Background: an optimization exercise with open tools, aiming at small area and a short achievable clock period. Do not read the settings as production practice. At most, simulation tests tie the RTL to the original design; equivalence was not proved.

==> branch amber <==
Design izhikevich, start of the top module:
module izhikevich (clk, a, b, c, d, v, u, i, v_prime, u_prime, fired);
clock: 24.0 ns
lec_check: 0
abc_area: 1
cap_margin: 20
core_margin: 2
core_utilization: 40
slew_margin: 20
standard.sh (not shown) runs the stock make flow with config.mk's settings and CLKGATE_MAP_FILE= SYNTH_SCRIPT=/design/flow/synth_recipe.tcl, a recipe that flattens the netlist after the stock synthesis.
==> flow/flow/run.sh <==
#!/bin/bash
# Standard ORFS layout (the standard.sh, unchanged synthesis), with the
# timing-repair steps aiming for a larger setup slack than the default.
set -euo pipefail
bash standard.sh SETUP_SLACK_MARGIN=7.5 finish > standard_flow.log 2>&1
==> branch harbor: changes against branch amber <==
==> flow/flow/run.sh (replaced) <==
#!/bin/bash
# Standard ORFS layout through the standard.sh, with two changes:
# no full/half-adder cell extraction in synthesis (ABC maps the adder logic
# to ordinary gates), and timing repair aiming for a larger setup slack.
set -euo pipefail
bash standard.sh ADDER_MAP_FILE= SETUP_SLACK_MARGIN=10.5 finish > standard_flow.log 2>&1
--- a/flow/config.mk
+++ b/flow/config.mk
@@ -9,4 +9,4 @@
 export CAP_MARGIN = 20
 export CORE_MARGIN = 2
-export CORE_UTILIZATION = 40
+export CORE_UTILIZATION = 50
 export SLEW_MARGIN = 20
==> branch yarrow: changes against branch amber <==
==> flow/flow/run.sh (replaced) <==
#!/bin/bash
# Standard ORFS layout (the standard.sh, unchanged synthesis), with the
# timing-repair steps aiming for a larger setup slack than the default.
set -euo pipefail
bash standard.sh SETUP_SLACK_MARGIN=9 finish > standard_flow.log 2>&1
==> branch onyx: changes against branch amber <==
==> flow/flow/run.sh (replaced) <==
#!/bin/bash
# Standard ORFS layout (the standard.sh), with Yosys's generic ABC pass
# skipped before adder extraction and the timing repair aiming for more slack.
set -euo pipefail
bash standard.sh SETUP_SLACK_MARGIN=7.5 SYNTH_ARGS=-noabc finish > standard_flow.log 2>&1
==> notes <==
Against branch harbor, the sequential share of layout area of branch yarrow is higher by 0.085 points.
Between branch harbor and branch onyx, the lower via count is in branch onyx (gap 78%, measured against branch onyx).
Cell area: branch onyx is higher than branch amber (about 2.7%).
Of branch harbor and branch onyx, branch harbor has the higher synthesized area (gap 24%, measured against branch onyx).
Setup slack, lowest first: branch onyx, branch amber, branch yarrow, branch harbor.
Between branch harbor and branch amber, the lower critical path depth is in branch harbor (gap 4).
Fmax, highest first: branch harbor, branch yarrow, branch amber, branch onyx.
Wire length: branch onyx is larger than branch amber (0.50%).
Of branch yarrow and branch harbor, branch harbor has the higher final cell count (gap 38%, measured against branch harbor).
==> figures <==
Run status: branch harbor timing/DRC/antenna clean; branch onyx timing/DRC/antenna clean; branch yarrow timing/DRC/antenna clean; branch amber timing/DRC/antenna clean
Met3 WL: branch harbor 10,090 um; branch onyx 6070 um; branch yarrow 5947 um; branch amber 5499 um
Die Width: branch harbor 263.1 um; branch onyx 263.9 um; branch yarrow 267.1 um; branch amber 267.1 um
DRT met1 WL: branch harbor 56,910 um; branch onyx 38,970 um; branch yarrow 39,790 um; branch amber 37,250 um
Final worst-path setup slack: branch harbor 11,050 ps; branch onyx 7714 ps; branch yarrow 8696 ps; branch amber 8020 ps
Yosys top cell by area: branch harbor sky130_fd_sc_hd__nand2_1; branch onyx sky130_fd_sc_hd__fa_1; branch yarrow sky130_fd_sc_hd__fa_1; branch amber sky130_fd_sc_hd__fa_1
Number of antenna violations at the first check in global routing: branch harbor 0; branch onyx 2; branch yarrow 1; branch amber 1
Avg Inst Size Synth: branch harbor 4.810 um2; branch onyx 8.104 um2; branch yarrow 7.616 um2; branch amber 7.616 um2
Pin count of the biggest net entering global routing: branch harbor 33; branch onyx 46; branch yarrow 43; branch amber 43
Post-CTS resize count: branch harbor 20; branch onyx 177; branch yarrow 418; branch amber 84
Routability congestion estimate from global placement: branch harbor 0.9825; branch onyx 0.8899; branch yarrow 0.9105; branch amber 0.9207
Register share of the cell area: branch harbor 1.912%; branch onyx 2.152%; branch yarrow 1.997%; branch amber 2.209%
Met2 routed WL: branch harbor 52,970 um; branch onyx 39,160 um; branch yarrow 42,390 um; branch amber 40,830 um
Fraction of layout cells with a size suffix above 1: branch harbor 6.925%; branch onyx 15.23%; branch yarrow 20.06%; branch amber 9.366%
Number of unique standard cell types used by synthesis: branch harbor 70; branch onyx 61; branch yarrow 62; branch amber 62
Leading cell type in the layout, fill and taps excluded: branch harbor sky130_fd_sc_hd__nand2_1; branch onyx sky130_fd_sc_hd__xor2_1; branch yarrow sky130_fd_sc_hd__inv_1; branch amber sky130_fd_sc_hd__inv_1
Number of instances in the synthesized netlist: branch harbor 6,978; branch onyx 3,334; branch yarrow 3,635; branch amber 3,635
Met3 demand-to-capacity share in global routing: branch harbor 2.946%; branch onyx 2.116%; branch yarrow 2.381%; branch amber 1.609%
Non-Filler Instances: branch harbor 7,911; branch onyx 4,425; branch yarrow 4,874; branch amber 4,700
Fraction of area in multi-input gates: branch harbor 78.83%; branch onyx 77.16%; branch yarrow 73.18%; branch amber 76.15%

==> inputs of 02-06 <==
Another version of the RTL of izhikevich (not shown whole).
==> flow/config.mk <==
export PLATFORM = sky130hd
export DESIGN_NAME = izhikevich
export DESIGN_NICKNAME = izhikevich
export VERILOG_FILES = /design/flow/design.v
export SDC_FILE = /design/flow/constraint.sdc
export NUM_CORES = 4
export LEC_CHECK = 0
export ABC_AREA = 1
export CAP_MARGIN = 20
export CORE_MARGIN = 2
export CORE_UTILIZATION = 40
export SLEW_MARGIN = 20
==> flow/constraint.sdc <==
create_clock -name core_clock -period 24.0 [get_ports {clk}]
set_input_delay 4.8000 -clock core_clock [delete_from_list [all_inputs] [get_ports {clk}]]
set_output_delay 4.8000 -clock core_clock [all_outputs]
set_load 0.01 [all_outputs]
==> flow/flow/run.sh <==
#!/bin/bash
# Standard ORFS layout (the standard.sh, unchanged synthesis), with the
# timing-repair steps aiming for a larger setup slack than the default.
set -euo pipefail
bash standard.sh SETUP_SLACK_MARGIN=8 finish > standard_flow.log 2>&1
==> inputs of 08-10, as changes to 02-06 <==
==> flow/flow/run.sh (replaced) <==
#!/bin/bash
# Standard ORFS layout (the standard.sh, unchanged synthesis), with the
# timing-repair steps aiming for a larger setup slack than the default.
set -euo pipefail
bash standard.sh SETUP_SLACK_MARGIN=7 finish > standard_flow.log 2>&1
==> qor summary <==
metric	08-10	02-06
Run status	complete, no violations	complete, no violations
Number of placed cells counting well taps	4689	4688
Count of routing violations after the opening detailed-route iteration	2126	2709
Drt total wl	89.90 mm	95.79 mm
Share of cell area taken by multi-input logic gates	0.7637	0.7332
Total iterations of the first detailed-routing run	5	6
Comb_multi_in	2736	2737
Area of combinational cells with multiple inputs	0.02433 mm²	0.02512 mm²
Met1 Resource Use GR	0.3496	0.3451
Share of post-route cells with drive strength above 1	0.06955	0.1453
Routing usage on met2	0.3827	0.3865
Number of post-CTS setup repair buffers	13	35
Final cell count without fillers	4750	4910
Vias in the first global route	24350	24810
Function was not checked in any run of this note: the RTL went through the layout flow alone.

[re-timing with driven ports]
How much do the figures lean on ideal ports? The routed layouts below were timed once more, with nothing changed but the port constraints. Step 1 assumes that a clkbuf_16 drives the clock port and a buf_2 every other input. Step 2 times the ports against the registers' clock, not the clock port: input delays grow and output delays shrink by t, the midpoint of the rising clock arrivals with the driver on. Slacks: ideal ports / drivers / drivers and shift; pairs: ideal ports / drivers.
run | t, ns | setup slack, ns | hold slack, ns | worst setup path at the end
branch amber | 0.312 | 8.020 / 8.022 / 7.709 | 5.036 / 5.026 / 5.338 | input to register
branch harbor | 0.351 | 11.049 / 11.077 / 10.726 | 5.046 / 5.023 / 5.374 | input to register
branch yarrow | 0.310 | 8.696 / 8.628 / 8.318 | 5.043 / 5.037 / 5.347 | input to register
branch onyx | 0.315 | 7.714 / 7.706 / 7.392 | 5.057 / 5.047 / 5.361 | input to register
02-06 | 0.335 | 8.093 / 8.091 / 7.756 | 5.035 / 5.008 / 5.343 | input to register
08-10 | 0.340 | 7.712 / 7.735 / 7.396 | 5.037 / 5.015 / 5.354 | input to register
After both steps setup and hold are still met in every run listed. The setup slack of branch yarrow, which loses most, moves by -0.068 ns with the drivers and by -0.378 ns with both steps.
